Source: an optimization exercise on an open RTL-to-GDS flow (aim: small area). Production flows keep margins and buffers that such runs may drop.
Where RTL was checked, it was by simulation tests only, not by an equivalence proof against the original.
The clock port is modelled as an ideal driver; clocking choices that lean on that would not hold on a real chip.
Power is estimated from default activity; no workload was simulated.

==> run D <==
// simon_fsm
module simon_fsm(
	input reset,
	input clk_50M,
	input b0, b1, b2, b3,
	output [6:0] seven_seg,
	output an0,
	output an1,
	output an2,
	output an3,
	output pwm_out,
	output reg led, win, lose
);
==> module debouncer, before the edit <==
module debouncer(
    input raw,
    input clk,
    input reset,
    output reg clean
    );
	reg [11:0] q;
	reg f;
	wire [11:0] p = q ^ 12'haaa;
	wire differ = raw ^ clean;
	wire z = ~|p[10:0];
	wire last = p[11] & z;
	wire y = p[0] ^ p[1] ^ p[7];
	wire fb = p[11] ^ (y | z);    
	always @(posedge clk or posedge reset)
		if (reset) begin
			q <= 12'haaa;
			f <= 1'b0;
			clean <= 1'b0;
		end else begin
			q <= (differ ? {p[10:0], fb} : 12'd0) ^ 12'haaa;
			f <= differ & (f ^ last);
			clean <= f ? raw : clean;
		end
endmodule
clock: 10.0 ns
lec_check: 0
cap_margin: 20
core_margin: 2
core_utilization: 40
place_density: 0.6
slew_margin: 20
standard.sh (not shown) runs the stock make flow with config.mk's settings and CLKGATE_MAP_FILE= SYNTH_SCRIPT=/design/flow/synth_recipe.tcl, a recipe that flattens the netlist after the stock synthesis.
==> flow/flow/run.sh <==
#!/bin/bash
# Own layout flow: the standard ORFS flow, with three changes:
#  1. after the standard synthesis, the combinational logic between the
#     (unchanged) registers is re-mapped by Yosys/ABC with an area-oriented
#     script (flow/reopt.sh); registers keep their cells and names;
#  2. ports are buffered with minimum-size buffers;
#  3. the clock tree is built without dummy loads.
# Each tool's output goes to a log file of its own in this folder.
set -euo pipefail
export BUFFER_PORTS_ARGS="-buffer_cell sky130_fd_sc_hd__buf_1"
export CTS_ARGS="-sink_clustering_enable -repair_clock_nets -dont_use_dummy_load -sink_clustering_size 10 -sink_clustering_max_diameter 40 -buf_list sky130_fd_sc_hd__clkbuf_4"
R=$PWD/orfs/results/$FLOW_PLATFORM/simon_fsm/base
bash standard.sh $R/1_2_yosys.v > synth.log 2>&1
cp $R/1_2_yosys.v std_synth.v
bash flow/reopt.sh std_synth.v reopt.v > reopt.log 2>&1
cp reopt.v $R/1_2_yosys.v
bash standard.sh > standard.log 2>&1
==> flow/flow/reopt.sh <==
#!/bin/bash
# reopt.sh IN.v OUT.v: re-map the combinational cells of a mapped netlist
# for area.  Flip-flops (and tie cells) are kept as they are, with their
# instance names and the names of the nets on their outputs.
set -euo pipefail
LIB=$FLOW_HOME/platforms/sky130hd/lib/sky130_fd_sc_hd__tt_025C_1v80.lib
DU=""
for c in $(sed -n '/DONT_USE_CELLS +=/,/^#/p' $FLOW_HOME/platforms/sky130hd/config.mk | grep -o "sky130_fd_sc_hd__[a-z0-9_]*"); do
  DU="$DU -dont_use $c"
done
cat > reopt.ys <<EOY
read_liberty -ignore_miss_func $LIB
blackbox sky130_fd_sc_hd__df* sky130_fd_sc_hd__conb_1
read_verilog $1
hierarchy -top $FLOW_TOP
flatten
rename -hide w:_*
opt -purge
abc -script +strash;&get,-n;&deepsyn,-T,30;&put;dch;amap;topo -liberty $LIB $DU
opt_clean -purge
hilomap -singleton -hicell sky130_fd_sc_hd__conb_1 HI -locell sky130_fd_sc_hd__conb_1 LO
splitnets
opt_clean -purge
tee -o reopt_stat.txt stat -liberty $LIB
write_verilog -noattr -nohex -nodec $2
EOY
yosys reopt.ys
==> inputs of run B, as changes to run D <==
--- a/flow/design.v
+++ b/flow/design.v
@@ -6,5 +6,4 @@
     );
-	reg [11:0] q;
+	reg [11:0] p;
 	reg f;
-	wire [11:0] p = q ^ 12'haaa;
 	wire differ = raw ^ clean;
@@ -12,7 +11,6 @@
 	wire last = p[11] & z;
-	wire y = p[0] ^ p[1] ^ p[7];
-	wire fb = p[11] ^ (y | z);    
+	wire fb = p[11] ^ p[0] ^ p[1] ^ p[7] ^ z;
 	always @(posedge clk or posedge reset)
 		if (reset) begin
-			q <= 12'haaa;
+			p <= 12'd0;
 			f <= 1'b0;
@@ -20,5 +18,5 @@
 		end else begin
-			q <= (differ ? {p[10:0], fb} : 12'd0) ^ 12'haaa;
+			p <= differ ? {p[10:0], fb} : 12'd0;
 			f <= differ & (f ^ last);
-			clean <= f ? raw : clean;
+			clean <= clean ^ (differ & f);
 		end
==> flow/run.sh (new file) <==
#!/bin/bash
# synth_recipe.tcl (not shown) runs the flow's synth.tcl, then flattens the netlist and writes it again
# the make line also repeats each setting of config.mk as NAME=value (left out here)
make -C /OpenROAD-flow-scripts/flow DESIGN_CONFIG=/design/flow/config.mk WORK_HOME=/design/flow/orfs CLKGATE_MAP_FILE= SYNTH_SCRIPT=/design/flow/synth_recipe.tcl finish
- CTS_BUF_LIST: not set -> sky130_fd_sc_hd__clkbuf_16
- CTS_CLUSTER_DIAMETER: not set -> 500
- CTS_CLUSTER_SIZE: not set -> 100
removed: flow/flow/run.sh
removed: flow/flow/reopt.sh
removed: flow/standard.sh
==> inputs of run C, as changes to run D <==
--- a/flow/design.v
+++ b/flow/design.v
@@ -6,5 +6,4 @@
     );
-	reg [11:0] q;
+	reg [11:0] p;
 	reg f;
-	wire [11:0] p = q ^ 12'haaa;
 	wire differ = raw ^ clean;
@@ -12,7 +11,6 @@
 	wire last = p[11] & z;
-	wire y = p[0] ^ p[1] ^ p[7];
-	wire fb = p[11] ^ (y | z);    
+	wire fb = p[11] ^ p[0] ^ p[1] ^ p[7] ^ z;
 	always @(posedge clk or posedge reset)
 		if (reset) begin
-			q <= 12'haaa;
+			p <= 12'd0;
 			f <= 1'b0;
@@ -20,5 +18,5 @@
 		end else begin
-			q <= (differ ? {p[10:0], fb} : 12'd0) ^ 12'haaa;
+			p <= differ ? {p[10:0], fb} : 12'd0;
 			f <= differ & (f ^ last);
-			clean <= f ? raw : clean;
+			clean <= clean ^ (differ & f);
 		end
==> flow/flow/run.sh (replaced) <==
#!/bin/bash
# Standard ORFS layout, with minimum-size port buffers and a clock tree
# without dummy loads.
set -euo pipefail
export BUFFER_PORTS_ARGS="-buffer_cell sky130_fd_sc_hd__buf_1"
export CTS_ARGS="-sink_clustering_enable -repair_clock_nets -dont_use_dummy_load -buf_list sky130_fd_sc_hd__clkbuf_8"
bash standard.sh > standard.log 2>&1
removed: flow/flow/reopt.sh
==> impl_metrics.json <==
{
  "clk_latency_ns": 0.34,
  "status": "no timing/DRC/antenna violations",
  "seqCellArea_sq_mm": 0.00205,
  "endpoint": "an0",
  "stdcell_count": 415,
  "cts_root_buf": "clkbuf_8",
  "multi_input_area_share": 0.361,
  "p_clk_uw": 177,
  "p_seq_frac": 0.590,
  "layout_setup_ws_ns": 5.94
}
That was run C.
==> impl_metrics.json <==
{
  "status": "no timing/DRC/antenna violations",
  "endpoint": "an0",
  "layout_setup_ws_ns": 5.57,
  "stdcell_count": 422,
  "multi_input_area_share": 0.331,
  "p_clk_uw": 364,
  "cts_root_buf": "clkbuf_16",
  "seqCellArea_sq_mm": 0.00205,
  "p_seq_frac": 0.450
}
That was run B.
==> impl_metrics.json <==
{
  "post_drt_wl_per_cell_microns": 11.6,
  "stdcell_count": 416,
  "p_seq_frac": 0.645,
  "num_rows": 31,
  "seqCellArea_sq_mm": 0.00208,
  "multi_input_area_share": 0.263,
  "status": "no timing/DRC/antenna violations",
  "p_clk_uw": 132,
  "endpoint": "seven_seg[0]",
  "layout_setup_ws_ns": 5.70
}
That was run D.

========
==> inputs of wip/tundra <==
==> flow/design.v <==
module debouncer(
    input raw,
    input clk,
    input reset,
    output reg clean
    );
	reg [11:0] q;
	reg f;
	wire [11:0] p = q ^ 12'haaa;
	wire differ = raw ^ clean;
	wire z = ~|p[10:0];
	wire last = p[11] & z;
	wire y = p[0] ^ p[1] ^ p[7];
	wire fb = p[11] ^ (y | z);    
	always @(posedge clk or posedge reset)
		if (reset) begin
			q <= 12'haaa;
			f <= 1'b0;
			clean <= 1'b0;
		end else begin
			q <= (differ ? {p[10:0], fb} : 12'd0) ^ 12'haaa;
			f <= differ & (f ^ last);
			clean <= f ? raw : clean;
		end
endmodule
module debounce_buttons(
	input b0, b1, b2, b3,
	input clk,
	input reset,
	output [3:0] bp
	);
	debouncer deb0(b0, clk, reset, bp[3]);
	debouncer deb1(b1, clk, reset, bp[2]);
	debouncer deb2(b2, clk, reset, bp[1]);
	debouncer deb3(b3, clk, reset, bp[0]);
endmodule
module validate_btns(
	input [1:0] d,
	input [3:0] bp,
	output correct,
	output none
);
	assign none = (bp == 4'b0000);
	assign correct = (d == 2'd0) ? (bp == 4'b1000) :
	                 (d == 2'd1) ? (bp == 4'b0100) : (bp == 4'b0001);
endmodule
module sound(
	input clk_50M, reset,
	input tone,      
	input playing,
	output reg pwm_out
);
	always @(posedge clk_50M or posedge reset)
		if (reset)
			pwm_out <= 1'b0;
		else
			pwm_out <= tone & playing;
endmodule
module display4digit(
	input win, lose, show, input [1:0] d, input [1:0] toptwo,
	input clk_50M,
	output an3, an2, an1, an0,
	output [6:0] seven_seg
	);
	reg [1:0] sel;
	always @(posedge clk_50M)
		sel <= toptwo;
	wire [27:0] A1 = 28'b1000111_1000000_0010010_0000110;  
	wire [27:0] A2 = 28'b0010000_1000000_1000000_0100001;  
	wire [27:0] A = win ? A2 : A1;
	wire wl = win | lose;
	assign an3 = wl ? ~(sel == 2'd3) : ~(show & (d == 2'd0));
	assign an2 = wl ? ~(sel == 2'd2) : ~(show & (d == 2'd1));
	assign an1 = wl ? ~(sel == 2'd1) : 1'b1;
	assign an0 = wl ? ~(sel == 2'd0) : ~(show & (d == 2'd2));
	assign seven_seg = wl ? A[toptwo*7 +: 7] : {show, 6'b000000};
endmodule
module simon_fsm(
	input reset,
	input clk_50M,
	input b0, b1, b2, b3,
	output [6:0] seven_seg,
	output an0,
	output an1,
	output an2,
	output an3,
	output pwm_out,
	output reg led, win, lose
);
reg [13:0] p;
reg [4:0] hi;
wire z = ~|p[12:0];
wire wrap = z & ~p[13];           
wire fb = p[13] ^ p[0] ^ p[2] ^ p[4] ^ z;
always @(posedge clk_50M or posedge reset)
	if (reset) begin
		p <= 14'd0;
		hi <= 5'b11111;
	end else begin
		p <= {p[12:0], fb};
		if (wrap)
			hi <= hi + 5'd1;
	end
wire tick_1Hz = z & p[13] & ~hi[0];
wire [3:0] bp;
debounce_buttons mydebounce_buttons(b0, b1, b2, b3, clk_50M, reset, bp);
localparam R0 = 4'd0, S11 = 4'd1, R11 = 4'd2, S21 = 4'd3, S22 = 4'd4,
           R21 = 4'd5, R22 = 4'd6, S31 = 4'd7, S32 = 4'd8, S33 = 4'd9,
           R31 = 4'd10, R32 = 4'd11, R33 = 4'd12, W = 4'd13, L = 4'd15;
reg [3:0] state;
reg show, rd;
reg [1:0] d;      
wire correct, none;
always @(*) begin
	show = 0; rd = 0; d = 2'd0; win = 0; lose = 0;
	case (state)
		S11, S21, S31: show = 1;
		S22, S32: begin show = 1; d = 2'd1; end
		S33: begin show = 1; d = 2'd2; end
		R11, R21, R31: rd = 1;
		R22, R32: begin rd = 1; d = 2'd1; end
		R33: begin rd = 1; d = 2'd2; end
		W: win = 1;
		L: lose = 1;
		default: ;
	endcase
	led = rd;
end
validate_btns my_validate_btns(d, bp, correct, none);
always @(posedge clk_50M or posedge reset)
	if (reset)
		state <= R0;
	else if (tick_1Hz) begin
		if (rd) begin
			if (correct)
				state <= state + 4'd1;
			else if (!none)
				state <= L;
		end else if (!win && !lose)
			state <= state + 4'd1;
	end
sound my_sound(clk_50M, reset, hi[2], rd & correct, pwm_out);
display4digit myDisplay(win, lose, show, d, hi[4:3], clk_50M,
	an3, an2, an1, an0, seven_seg);
endmodule
==> flow/flow/run.sh <==
#!/bin/bash
# Own layout flow: the standard ORFS flow, with three changes:
#  1. after the standard synthesis, the combinational logic between the
#     (unchanged) registers is re-mapped by Yosys/ABC with an area-oriented
#     script (flow/reopt.sh); registers keep their cells and names;
#  2. ports are buffered with minimum-size buffers;
#  3. the clock tree is built without dummy loads.
# Each tool's output goes to a log file of its own in this folder.
set -euo pipefail
export BUFFER_PORTS_ARGS="-buffer_cell sky130_fd_sc_hd__buf_1"
export CTS_ARGS="-sink_clustering_enable -repair_clock_nets -dont_use_dummy_load -buf_list sky130_fd_sc_hd__clkbuf_16"
R=$PWD/orfs/results/$FLOW_PLATFORM/simon_fsm/base
bash standard.sh $R/1_2_yosys.v > synth.log 2>&1
cp $R/1_2_yosys.v std_synth.v
bash flow/reopt.sh std_synth.v reopt.v > reopt.log 2>&1
cp reopt.v $R/1_2_yosys.v
bash standard.sh > standard.log 2>&1
==> flow/flow/reopt.sh <==
#!/bin/bash
# reopt.sh IN.v OUT.v: re-map the combinational cells of a mapped netlist
# for area.  Flip-flops (and tie cells) are kept as they are, with their
# instance names and the names of the nets on their outputs.
set -euo pipefail
LIB=$FLOW_HOME/platforms/sky130hd/lib/sky130_fd_sc_hd__tt_025C_1v80.lib
DU=""
for c in $(sed -n '/DONT_USE_CELLS +=/,/^#/p' $FLOW_HOME/platforms/sky130hd/config.mk | grep -o "sky130_fd_sc_hd__[a-z0-9_]*"); do
  DU="$DU -dont_use $c"
done
cat > reopt.ys <<EOY
read_liberty -ignore_miss_func $LIB
blackbox sky130_fd_sc_hd__df* sky130_fd_sc_hd__conb_1
read_verilog $1
hierarchy -top $FLOW_TOP
flatten
rename -hide w:_*
opt -purge
abc -script +strash;&get,-n;&deepsyn,-T,30;&put;dch;amap;topo -liberty $LIB $DU
opt_clean -purge
hilomap -singleton -hicell sky130_fd_sc_hd__conb_1 HI -locell sky130_fd_sc_hd__conb_1 LO
splitnets
opt_clean -purge
tee -o reopt_stat.txt stat -liberty $LIB
write_verilog -noattr -nohex -nodec $2
EOY
yosys reopt.ys
==> flow/standard.sh <==
#!/bin/bash
# synth_recipe.tcl (not shown) runs the flow's synth.tcl, then flattens the netlist and writes it again
# the make line also repeats each setting of config.mk as NAME=value (left out here)
make -C /OpenROAD-flow-scripts/flow DESIGN_CONFIG=/design/flow/config.mk WORK_HOME=/design/flow/orfs CLKGATE_MAP_FILE= SYNTH_SCRIPT=/design/flow/synth_recipe.tcl "${@:-finish}"
==> flow/config.mk <==
export PLATFORM = sky130hd
export DESIGN_NAME = simon_fsm
export DESIGN_NICKNAME = simon_fsm
export VERILOG_FILES = /design/flow/design.v
export SDC_FILE = /design/flow/constraint.sdc
export NUM_CORES = 4
export LEC_CHECK = 0
export CAP_MARGIN = 20
export CORE_MARGIN = 2
export CORE_UTILIZATION = 40
export PLACE_DENSITY = 0.6
export SLEW_MARGIN = 20
==> flow/constraint.sdc <==
create_clock -name core_clock -period 10.0 [get_ports {clk_50M}]
set_input_delay 2.0000 -clock core_clock [delete_from_list [all_inputs] [get_ports {clk_50M}]]
set_output_delay 2.0000 -clock core_clock [all_outputs]
set_load 0.01 [all_outputs]
==> wip/juniper: changes against wip/tundra <==
--- a/flow/design.v
+++ b/flow/design.v
@@ -93,3 +93,5 @@
 wire wrap = z & ~p[13];           
-wire fb = p[13] ^ p[0] ^ p[2] ^ p[4] ^ z;
+wire y = p[0] ^ p[2] ^ p[4];
+wire fb = p[13] ^ (y | z);        
+wire [4:0] carry = {carry[3:0] & hi[3:0], wrap};
 always @(posedge clk_50M or posedge reset)
@@ -100,4 +102,3 @@
 		p <= {p[12:0], fb};
-		if (wrap)
-			hi <= hi + 5'd1;
+		hi <= hi ^ carry;
 	end
@@ -106,6 +107,4 @@
 debounce_buttons mydebounce_buttons(b0, b1, b2, b3, clk_50M, reset, bp);
-localparam R0 = 4'd0, S11 = 4'd1, R11 = 4'd2, S21 = 4'd3, S22 = 4'd4,
-           R21 = 4'd5, R22 = 4'd6, S31 = 4'd7, S32 = 4'd8, S33 = 4'd9,
-           R31 = 4'd10, R32 = 4'd11, R33 = 4'd12, W = 4'd13, L = 4'd15;
 reg [3:0] state;
+reg [3:0] adv;
 reg show, rd;
@@ -114,13 +113,20 @@
 always @(*) begin
-	show = 0; rd = 0; d = 2'd0; win = 0; lose = 0;
+	show = 0; rd = 0; d = 2'd0; win = 0; lose = 0; adv = 4'd0;
 	case (state)
-		S11, S21, S31: show = 1;
-		S22, S32: begin show = 1; d = 2'd1; end
-		S33: begin show = 1; d = 2'd2; end
-		R11, R21, R31: rd = 1;
-		R22, R32: begin rd = 1; d = 2'd1; end
-		R33: begin rd = 1; d = 2'd2; end
-		W: win = 1;
-		L: lose = 1;
-		default: ;
+		4'd8: begin adv = 4'd11; end
+		4'd11: begin show = 1; adv = 4'd2; end
+		4'd2: begin rd = 1; adv = 4'd12; end
+		4'd12: begin show = 1; adv = 4'd14; end
+		4'd14: begin show = 1; d = 2'd1; adv = 4'd6; end
+		4'd6: begin rd = 1; adv = 4'd7; end
+		4'd7: begin rd = 1; d = 2'd1; adv = 4'd4; end
+		4'd4: begin show = 1; adv = 4'd10; end
+		4'd10: begin show = 1; d = 2'd1; adv = 4'd9; end
+		4'd9: begin show = 1; d = 2'd2; adv = 4'd1; end
+		4'd1: begin rd = 1; adv = 4'd3; end
+		4'd3: begin rd = 1; d = 2'd1; adv = 4'd0; end
+		4'd0: begin rd = 1; d = 2'd2; adv = 4'd15; end
+		4'd15: begin win = 1; adv = 4'd15; end
+		4'd13: begin lose = 1; adv = 4'd13; end
+		default: begin lose = 1; adv = 4'd13; end
 	endcase
@@ -131,11 +137,8 @@
 	if (reset)
-		state <= R0;
+		state <= 4'd8;
 	else if (tick_1Hz) begin
-		if (rd) begin
-			if (correct)
-				state <= state + 4'd1;
-			else if (!none)
-				state <= L;
-		end else if (!win && !lose)
-			state <= state + 4'd1;
+		if (!rd || correct)
+			state <= adv;
+		else if (!none)
+			state <= 4'd13;
 	end
--- a/flow/flow/run.sh
+++ b/flow/flow/run.sh
@@ -10,3 +10,3 @@
 export BUFFER_PORTS_ARGS="-buffer_cell sky130_fd_sc_hd__buf_1"
-export CTS_ARGS="-sink_clustering_enable -repair_clock_nets -dont_use_dummy_load -buf_list sky130_fd_sc_hd__clkbuf_16"
+export CTS_ARGS="-sink_clustering_enable -repair_clock_nets -dont_use_dummy_load -sink_clustering_size 8 -sink_clustering_max_diameter 30 -buf_list sky130_fd_sc_hd__clkbuf_4"
 R=$PWD/orfs/results/$FLOW_PLATFORM/simon_fsm/base
- CAP_MARGIN: 20 -> 0
- SLEW_MARGIN: 20 -> 0
==> wip/sierra: changes against wip/tundra <==
--- a/flow/design.v
+++ b/flow/design.v
@@ -60,3 +60,3 @@
 	input win, lose, show, input [1:0] d, input [1:0] toptwo,
-	input clk_50M,
+	input [1:0] sel,
 	output an3, an2, an1, an0,
@@ -64,5 +64,2 @@
 	);
-	reg [1:0] sel;
-	always @(posedge clk_50M)
-		sel <= toptwo;
 	wire [27:0] A1 = 28'b1000111_1000000_0010010_0000110;  
@@ -91,4 +88,6 @@
 reg [4:0] hi;
-wire z = ~|p[12:0];
+wire w = ~|p[12:1];
+wire z = w & ~p[0];               
 wire wrap = z & ~p[13];           
+wire idx1 = w & p[0] & ~p[13];    
 wire fb = p[13] ^ p[0] ^ p[2] ^ p[4] ^ z;
@@ -142,3 +141,5 @@
 sound my_sound(clk_50M, reset, hi[2], rd & correct, pwm_out);
-display4digit myDisplay(win, lose, show, d, hi[4:3], clk_50M,
+wire sel_b = idx1 & ~|hi[2:0];
+wire [1:0] sel = hi[4:3] - {1'b0, sel_b};
+display4digit myDisplay(win, lose, show, d, hi[4:3], sel,
 	an3, an2, an1, an0, seven_seg);
--- a/flow/flow/run.sh
+++ b/flow/flow/run.sh
@@ -6,3 +6,5 @@
 #  2. ports are buffered with minimum-size buffers;
-#  3. the clock tree is built without dummy loads.
+#  3. the clock tree is built from clkbuf_4 cells without dummy loads, and
+#     leaf buffers with 12 or more flip-flops are then upsized
+#     (flow/post_cts.tcl).
 # Each tool's output goes to a log file of its own in this folder.
@@ -10,3 +12,4 @@
 export BUFFER_PORTS_ARGS="-buffer_cell sky130_fd_sc_hd__buf_1"
-export CTS_ARGS="-sink_clustering_enable -repair_clock_nets -dont_use_dummy_load -buf_list sky130_fd_sc_hd__clkbuf_16"
+export CTS_ARGS="-sink_clustering_enable -repair_clock_nets -dont_use_dummy_load -sink_clustering_size 8 -sink_clustering_max_diameter 30 -buf_list sky130_fd_sc_hd__clkbuf_4"
+export POST_CTS_TCL=$PWD/flow/post_cts.tcl
 R=$PWD/orfs/results/$FLOW_PLATFORM/simon_fsm/base
==> flow/flow/post_cts.tcl (new file) <==
# Clock leaf buffers driving many flip-flops get a stronger cell, so that the
# flip-flop clock pins keep their slew well under the limit after routing.
set changed 0
foreach inst [[ord::get_db_block] getInsts] {
  if { [[$inst getMaster] getName] != "sky130_fd_sc_hd__clkbuf_4" } { continue }
  set out [$inst findITerm X]
  set net [$out getNet]
  if { $net == "NULL" } { continue }
  set n [expr { [llength [$net getITerms]] - 1 }]
  if { $n >= 12 } {
    replace_cell [$inst getName] sky130_fd_sc_hd__clkbuf_8
    incr changed
  }
}
puts "post_cts: $changed clock buffers upsized"
if { $changed > 0 } {
  detailed_placement
  check_placement -verbose
  estimate_parasitics -placement
}
--- a/flow/flow/reopt.sh
+++ b/flow/flow/reopt.sh
@@ -3,3 +3,5 @@
 # for area.  Flip-flops (and tie cells) are kept as they are, with their
-# instance names and the names of the nets on their outputs.
+# instance names and the names of the nets on their outputs.  ABC's deepsyn
+# is run with eight random seeds (four at a time); the smallest result is
+# kept.
 set -euo pipefail
@@ -10,3 +12,4 @@
 done
-cat > reopt.ys <<EOY
+for S in 0 1 2 3 4 5 6 7; do
+cat > reopt_$S.ys <<EOY
 read_liberty -ignore_miss_func $LIB
@@ -18,3 +21,3 @@
 opt -purge
-abc -script +strash;&get,-n;&deepsyn,-T,30;&put;dch;amap;topo -liberty $LIB $DU
+abc -script +strash;&get,-n;&deepsyn,-T,30,-S,$S;&put;dch;amap,-m,-F,4,-A,10;topo -liberty $LIB $DU
 opt_clean -purge
@@ -23,5 +26,11 @@
 opt_clean -purge
-tee -o reopt_stat.txt stat -liberty $LIB
-write_verilog -noattr -nohex -nodec $2
+tee -o reopt_stat_$S.txt stat -liberty $LIB
+write_verilog -noattr -nohex -nodec reopt_$S.v
 EOY
-yosys reopt.ys
+yosys reopt_$S.ys > reopt_$S.log 2>&1 &
+if [ $S = 3 ]; then wait; fi
+done
+wait
+best=$(for S in 0 1 2 3 4 5 6 7; do echo "$(grep 'Chip area' reopt_stat_$S.txt | awk '{print $NF}') $S"; done | sort -n | head -n 1 | awk '{print $2}')
+echo "areas:"; grep 'Chip area' reopt_stat_*.txt; echo "kept seed $best"
+cp reopt_$best.v $2
- CAP_MARGIN: 20 -> 0
- SLEW_MARGIN: 20 -> 0
==> notes.md <==
quantity                                                                wip/tundra              wip/juniper               wip/sierra
Via count of the first global-routing pass                                    1907                     2062                     2032
VDD IR-drop max                                                             101 uV                  51.9 uV                  58.6 uV
Net switching power                                                     0.000161 W               0.000170 W               0.000132 W
Total routed wirelength                                                    4890 um                  5040 um                  5290 um
FMAX                                                                       236 MHz                  242 MHz                  233 MHz
Global routing's busiest layer                                                met2                     met2                     met1
Proportion of layout cells with a drive suffix above 1                       12.9%                    12.1%                    12.4%
Outcome                                                    complete, no violations  complete, no violations  complete, no violations
Filler-free cell count of the finished design                                  416                      441                      422
Number of standard-cell rows in the floorplan                                   31                       32                       31
Sequential Power                                                        0.000367 W               0.000386 W               0.000344 W
Clock insertion delay at the later pin of the skew report                  0.32 ns                  0.40 ns                  0.42 ns
Number of stages on the worst hold path                                          0                        0                        1
Power per cell area                                                    199 nW/um^2              178 nW/um^2              161 nW/um^2
Clock-net power                                                         0.000264 W               0.000132 W               0.000145 W
Number of buffers outside the clock class in the layout                         21                       20                       20
Die height                                                                 91.5 um                  93.1 um                  91.2 um
Critical register-to-register path endpoint                   state[3]$_DFFE_PP0P_     state[0]$_DFFE_PP0P_     state[2]$_DFFE_PP0P_
DPL Wire Length                                                            3350 um                  3510 um                  3670 um
Function not checked in wip/juniper: the RTL went through the layout flow alone.

static timing again, ports no longer ideal:
No port has a modelled driver above. Below, the same layouts with a new extraction and two added sets of constraints.
Step 1 sets driving cells, clkbuf_16 on the clock port and buf_2 on the other inputs (assumed; they add their load-dependent delay and slew).
Step 2, shift: input delay + t, output delay - t, t = (earliest + latest rising clock arrival at the registers) / 2. This alone moves slack from input paths to output paths.
a / b / c = no drivers / after step 1 / after step 2; a / b = the first two.
run | t (ns) | setup WS [ns] | worst setup path at the end
run D | 0.413 | 5.700 / 5.675 / 6.088 | register to output
run B | 0.358 | 5.569 / 5.535 / 5.893 | register to output
run C | 0.359 | 5.945 / 5.916 / 6.275 | register to output
wip/tundra | 0.347 | 5.766 / 5.736 / 6.082 | register to output
wip/juniper | 0.410 | 5.862 / 5.834 / 6.244 | register to output
wip/sierra | 0.430 | 5.714 / 5.687 / 6.118 | register to output
After both steps every run listed still meets setup and hold.
